What follows belongs to an exercise in optimizing a design on an open flow for small area and a short achievable clock period; a production flow would make more cautious choices. Function was checked by simulation only, so behaviour that the tests miss may differ from the original.

## riscv_core_ref
module riscv_core_ref (
input clk,
input rstn,
output [31:0] instr_mem_addr,
input  [31:0] instr_mem_rdata,
output [31:0] data_mem_addr,
output        data_mem_write,
output [31:0] data_mem_wdata,
input  [31:0] data_mem_rdata
);
make LEC_CHECK=0 CAP_MARGIN=20 CORE_MARGIN=2 CORE_UTILIZATION=55 CTS_BUF_LIST=sky130_fd_sc_hd__clkbuf_8 PLACE_DENSITY=0.7 SETUP_SLACK_MARGIN=3.5 SLEW_MARGIN=20 SYNTH_HIERARCHICAL=1 finish   # period 12.0 ns
run.sh (not shown) runs the stock make flow with config.mk's settings and CLKGATE_MAP_FILE= SYNTH_SCRIPT=/design/flow/synth_recipe.tcl, a recipe that flattens the netlist after the stock synthesis.
The baseline finished with timing, DRC and antenna clean.
Change:
- SETUP_SLACK_MARGIN: 3.5 -> 5
What happened: This time the run died in global routing. Synthesized cell count is unchanged. Synthesized area is unchanged.

========
wip/delta:
Another version of the RTL of riscv_core_ref (not shown whole).
Size in the first run: roughly 5300 cells after synthesis, about 58000 sq um of cells after synthesis.
Settings: LEC_CHECK=0, CAP_MARGIN=20, CORE_MARGIN=2, CORE_UTILIZATION=45, CTS_CLUSTER_DIAMETER=80, CTS_CLUSTER_SIZE=20, PLACE_DENSITY=0.6, SETUP_SLACK_MARGIN=3.5, SLEW_MARGIN=20, SYNTH_HIERARCHICAL=1; clock period 12.0 ns.
standard.sh (not shown) runs the stock make flow with config.mk's settings and CLKGATE_MAP_FILE= SYNTH_SCRIPT=/design/flow/synth_recipe.tcl, a recipe that flattens the netlist after the stock synthesis.
==> flow/flow/run.sh <==
#!/bin/bash
set -euo pipefail
DU="sky130_fd_sc_hd__probe_p_8 sky130_fd_sc_hd__probec_p_8 sky130_fd_sc_hd__lpflow_bleeder_1 sky130_fd_sc_hd__lpflow_clkbufkapwr_1 sky130_fd_sc_hd__lpflow_clkbufkapwr_16 sky130_fd_sc_hd__lpflow_clkbufkapwr_2 sky130_fd_sc_hd__lpflow_clkbufkapwr_4 sky130_fd_sc_hd__lpflow_clkbufkapwr_8 sky130_fd_sc_hd__lpflow_clkinvkapwr_1 sky130_fd_sc_hd__lpflow_clkinvkapwr_16 sky130_fd_sc_hd__lpflow_clkinvkapwr_2 sky130_fd_sc_hd__lpflow_clkinvkapwr_4 sky130_fd_sc_hd__lpflow_clkinvkapwr_8 sky130_fd_sc_hd__lpflow_decapkapwr_12 sky130_fd_sc_hd__lpflow_decapkapwr_3 sky130_fd_sc_hd__lpflow_decapkapwr_4 sky130_fd_sc_hd__lpflow_decapkapwr_6 sky130_fd_sc_hd__lpflow_decapkapwr_8 sky130_fd_sc_hd__lpflow_inputiso0n_1 sky130_fd_sc_hd__lpflow_inputiso0p_1 sky130_fd_sc_hd__lpflow_inputiso1n_1 sky130_fd_sc_hd__lpflow_inputiso1p_1 sky130_fd_sc_hd__lpflow_inputisolatch_1 sky130_fd_sc_hd__lpflow_isobufsrc_1 sky130_fd_sc_hd__lpflow_isobufsrc_16 sky130_fd_sc_hd__lpflow_isobufsrc_2 sky130_fd_sc_hd__lpflow_isobufsrc_4 sky130_fd_sc_hd__lpflow_isobufsrc_8 sky130_fd_sc_hd__lpflow_isobufsrckapwr_16 sky130_fd_sc_hd__lpflow_lsbuf_lh_hl_isowell_tap_1 sky130_fd_sc_hd__lpflow_lsbuf_lh_hl_isowell_tap_2 sky130_fd_sc_hd__lpflow_lsbuf_lh_hl_isowell_tap_4 sky130_fd_sc_hd__lpflow_lsbuf_lh_isowell_4 sky130_fd_sc_hd__lpflow_lsbuf_lh_isowell_tap_1 sky130_fd_sc_hd__lpflow_lsbuf_lh_isowell_tap_2 sky130_fd_sc_hd__lpflow_lsbuf_lh_isowell_tap_4"
DU="$DU sky130_fd_sc_hd__clkdlybuf4s15_1 sky130_fd_sc_hd__clkdlybuf4s15_2 sky130_fd_sc_hd__clkdlybuf4s18_1 sky130_fd_sc_hd__clkdlybuf4s18_2 sky130_fd_sc_hd__clkdlybuf4s25_1 sky130_fd_sc_hd__clkdlybuf4s25_2 sky130_fd_sc_hd__clkdlybuf4s50_1 sky130_fd_sc_hd__clkdlybuf4s50_2 sky130_fd_sc_hd__dlygate4sd1_1 sky130_fd_sc_hd__dlygate4sd2_1 sky130_fd_sc_hd__dlygate4sd3_1 sky130_fd_sc_hd__dlymetal6s2s_1 sky130_fd_sc_hd__dlymetal6s4s_1 sky130_fd_sc_hd__dlymetal6s6s_1"
bash standard.sh synth > std_synth.log 2>&1
bash standard.sh "DONT_USE_CELLS=$DU" "BUFFER_PORTS_ARGS=-buffer_cell sky130_fd_sc_hd__buf_4" "LAYER_PARASITICS_FILE=$PWD/flow/setRC_pess.tcl" finish > std_layout.log 2>&1
==> flow/flow/setRC_pess.tcl <==
# The platform's setRC.tcl with every layer's wire resistance and capacitance
# raised by 25%, so that the resizer's estimates before detailed routing lean
# pessimistic on long wires.
set_layer_rc -layer li1 -capacitance 1.873750e-04 -resistance 8.970000e-02
set_layer_rc -layer met1 -capacitance 2.154688e-04 -resistance 1.116125e-03
set_layer_rc -layer met2 -capacitance 1.702913e-04 -resistance 1.116125e-03
set_layer_rc -layer met3 -capacitance 2.687025e-04 -resistance 1.958750e-04
set_layer_rc -layer met4 -capacitance 1.851600e-04 -resistance 1.958750e-04
set_layer_rc -layer met5 -capacitance 1.926087e-04 -resistance 2.226250e-05

set_layer_rc -via mcon -resistance 9.249146E-3
set_layer_rc -via via -resistance 4.5E-3
set_layer_rc -via via2 -resistance 3.368786E-3
set_layer_rc -via via3 -resistance 0.376635E-3
set_layer_rc -via via4 -resistance 0.00580E-3

set_wire_rc -signal -layer met1
set_wire_rc -clock -layer met3
What wip/xenon does differently from wip/delta at the input level:
==> flow/flow/setRC_pess.tcl <==
# The platform's setRC.tcl with every layer's wire resistance and capacitance
# raised by 10%, so that the resizer's estimates before detailed routing lean
# pessimistic on long wires.
set_layer_rc -layer li1 -capacitance 1.648900e-04 -resistance 7.893600e-02
set_layer_rc -layer met1 -capacitance 1.896125e-04 -resistance 9.821900e-04
set_layer_rc -layer met2 -capacitance 1.498563e-04 -resistance 9.821900e-04
set_layer_rc -layer met3 -capacitance 2.364582e-04 -resistance 1.723700e-04
set_layer_rc -layer met4 -capacitance 1.629408e-04 -resistance 1.723700e-04
set_layer_rc -layer met5 -capacitance 1.694957e-04 -resistance 1.959100e-05

set_layer_rc -via mcon -resistance 9.249146E-3
set_layer_rc -via via -resistance 4.5E-3
set_layer_rc -via via2 -resistance 3.368786E-3
set_layer_rc -via via3 -resistance 0.376635E-3
set_layer_rc -via via4 -resistance 0.00580E-3

set_wire_rc -signal -layer met1
set_wire_rc -clock -layer met3
==> results.txt <==
Per the final summary, wip/xenon finished and its layout is clean on timing, DRC and antenna. Vias per cell was lower in the run labelled wip/delta. Sort wip/delta and wip/xenon by worst-skew pair later-pin latency, ascending, and wip/xenon comes first. In wip/xenon, the arrival time reported for the critical path endpoint came out 280 ps above the value in wip/delta. wip/xenon vs. wip/delta: worst setup slack lower; layout overhead on the synthesized area -4.1 points. Comparing wip/delta and wip/xenon, worst reg-to-reg path cell count is higher on wip/xenon. | maximum clock rate | higher: wip/delta |. Net count of the finished layout in wip/xenon vs wip/delta: down 209. Looking at wip/delta and wip/xenon, the clock network area share is a wash.
Setup changes, wip/xenon to wip/umber
Settings: SETUP_SLACK_MARGIN changed from 3.5 to 3.3.
==> flow/flow/setRC_pess.tcl <==
# The platform's setRC.tcl with every layer's wire resistance and capacitance
# raised by 20%, so that the resizer's estimates before detailed routing lean
# pessimistic on long wires.
set_layer_rc -layer li1 -capacitance 1.798800e-04 -resistance 8.611200e-02
set_layer_rc -layer met1 -capacitance 2.068500e-04 -resistance 1.071480e-03
set_layer_rc -layer met2 -capacitance 1.634796e-04 -resistance 1.071480e-03
set_layer_rc -layer met3 -capacitance 2.579544e-04 -resistance 1.880400e-04
set_layer_rc -layer met4 -capacitance 1.777536e-04 -resistance 1.880400e-04
set_layer_rc -layer met5 -capacitance 1.849044e-04 -resistance 2.137200e-05

set_layer_rc -via mcon -resistance 9.249146E-3
set_layer_rc -via via -resistance 4.5E-3
set_layer_rc -via via2 -resistance 3.368786E-3
set_layer_rc -via via3 -resistance 0.376635E-3
set_layer_rc -via via4 -resistance 0.00580E-3

set_wire_rc -signal -layer met1
set_wire_rc -clock -layer met3
--- outcome ---
- Clock skew was higher in the run labelled wip/umber.
- wip/umber: global-route usage 0.96 points below wip/xenon
- Relative to wip/xenon, wip/umber improves worst slack after detailed placement.
> inputs changed (wip/umber -> wip/sierra)
Settings: a change of SETUP_SLACK_MARGIN from 3.3 to 3.8.
==> flow/flow/run.sh <==
#!/bin/bash
# Own layout flow: the standard synthesis unchanged, then the standard ORFS
# layout with the I/O port buffers made from buf_4 and the delay cells kept
# out of the resizer's choices.  Each step's output goes to its own log here.
set -euo pipefail
DU="sky130_fd_sc_hd__probe_p_8 sky130_fd_sc_hd__probec_p_8 sky130_fd_sc_hd__lpflow_bleeder_1 sky130_fd_sc_hd__lpflow_clkbufkapwr_1 sky130_fd_sc_hd__lpflow_clkbufkapwr_16 sky130_fd_sc_hd__lpflow_clkbufkapwr_2 sky130_fd_sc_hd__lpflow_clkbufkapwr_4 sky130_fd_sc_hd__lpflow_clkbufkapwr_8 sky130_fd_sc_hd__lpflow_clkinvkapwr_1 sky130_fd_sc_hd__lpflow_clkinvkapwr_16 sky130_fd_sc_hd__lpflow_clkinvkapwr_2 sky130_fd_sc_hd__lpflow_clkinvkapwr_4 sky130_fd_sc_hd__lpflow_clkinvkapwr_8 sky130_fd_sc_hd__lpflow_decapkapwr_12 sky130_fd_sc_hd__lpflow_decapkapwr_3 sky130_fd_sc_hd__lpflow_decapkapwr_4 sky130_fd_sc_hd__lpflow_decapkapwr_6 sky130_fd_sc_hd__lpflow_decapkapwr_8 sky130_fd_sc_hd__lpflow_inputiso0n_1 sky130_fd_sc_hd__lpflow_inputiso0p_1 sky130_fd_sc_hd__lpflow_inputiso1n_1 sky130_fd_sc_hd__lpflow_inputiso1p_1 sky130_fd_sc_hd__lpflow_inputisolatch_1 sky130_fd_sc_hd__lpflow_isobufsrc_1 sky130_fd_sc_hd__lpflow_isobufsrc_16 sky130_fd_sc_hd__lpflow_isobufsrc_2 sky130_fd_sc_hd__lpflow_isobufsrc_4 sky130_fd_sc_hd__lpflow_isobufsrc_8 sky130_fd_sc_hd__lpflow_isobufsrckapwr_16 sky130_fd_sc_hd__lpflow_lsbuf_lh_hl_isowell_tap_1 sky130_fd_sc_hd__lpflow_lsbuf_lh_hl_isowell_tap_2 sky130_fd_sc_hd__lpflow_lsbuf_lh_hl_isowell_tap_4 sky130_fd_sc_hd__lpflow_lsbuf_lh_isowell_4 sky130_fd_sc_hd__lpflow_lsbuf_lh_isowell_tap_1 sky130_fd_sc_hd__lpflow_lsbuf_lh_isowell_tap_2 sky130_fd_sc_hd__lpflow_lsbuf_lh_isowell_tap_4"
DU="$DU sky130_fd_sc_hd__clkdlybuf4s15_1 sky130_fd_sc_hd__clkdlybuf4s15_2 sky130_fd_sc_hd__clkdlybuf4s18_1 sky130_fd_sc_hd__clkdlybuf4s18_2 sky130_fd_sc_hd__clkdlybuf4s25_1 sky130_fd_sc_hd__clkdlybuf4s25_2 sky130_fd_sc_hd__clkdlybuf4s50_1 sky130_fd_sc_hd__clkdlybuf4s50_2 sky130_fd_sc_hd__dlygate4sd1_1 sky130_fd_sc_hd__dlygate4sd2_1 sky130_fd_sc_hd__dlygate4sd3_1 sky130_fd_sc_hd__dlymetal6s2s_1 sky130_fd_sc_hd__dlymetal6s4s_1 sky130_fd_sc_hd__dlymetal6s6s_1"
bash standard.sh synth > std_synth.log 2>&1
bash standard.sh "DONT_USE_CELLS=$DU" "BUFFER_PORTS_ARGS=-buffer_cell sky130_fd_sc_hd__buf_4" finish > std_layout.log 2>&1
removed: flow/flow/setRC_pess.tcl
Findings:
- Of wip/sierra and wip/umber, the run reporting the higher minimum clock period was wip/umber.
- Diff wip/sierra..wip/umber | number of sequential storage elements | unchanged
- Detailed-routing wirelength on met1 across wip/sierra and wip/umber: no real change.
- wip/sierra reports a higher post-CTS resize count than wip/umber does.
- | final-layout non-clock buffer area share | wip/sierra vs wip/umber | 0.64 points higher |
- Re final area: wip/sierra is 1.8% up on wip/umber.
- Worst setup margin for wip/sierra: 100 ps up relative to wip/umber
- Summary — number of placed instances with taps included, wip/sierra relative to wip/umber: lower, by 0.52%.
- wip/sierra against wip/umber: wire length of the first global-routing pass increased by 3900 um relative to the old numbers, final routed wirelength across all metal layers increased by 3.1% relative to the old numbers.

static timing again, ports no longer ideal:
In the flow no input, the clock included, has a driving cell. The finished layouts below were timed again as built, in two steps.
Step 1 sets driving cells, clkbuf_16 on the clock port and buf_2 on the other inputs (assumed; they add their load-dependent delay and slew).
Step 2 moves the port delays by t, midway between the first and last clock arrival at a register: inputs arrive t later, outputs are due t later. That takes back most of the time a late clock gives input paths.
Slacks: ideal / step 1 / step 2; pairs: ideal / step 1.
| run | shift t [ns] | slack for setup (ns) | hold slack, ns | worst setup path after step 2 |
|---|---|---|---|---|
| the first run of note 1 | 0.970 | 3.183 / 3.160 / 2.441 | 0.562 / 0.562 / 0.562 | input to register |
| wip/delta | 0.786 | 3.682 / 3.528 / 3.221 | 0.607 / 0.607 / 0.607 | input to register |
| wip/xenon | 0.782 | 3.399 / 3.368 / 2.950 | 0.602 / 0.602 / 0.602 | input to register |
| wip/umber | 0.770 | 3.356 / 3.330 / 3.104 | 0.595 / 0.595 / 0.595 | input to register |
| wip/sierra | 0.790 | 3.460 / 3.425 / 3.159 | 0.639 / 0.639 / 0.639 | input to register |
After both steps every run listed still meets setup and hold. For the first run of note 1, which loses most, drivers alone change the setup slack by -0.023 ns; drivers and shift together by -0.742 ns.
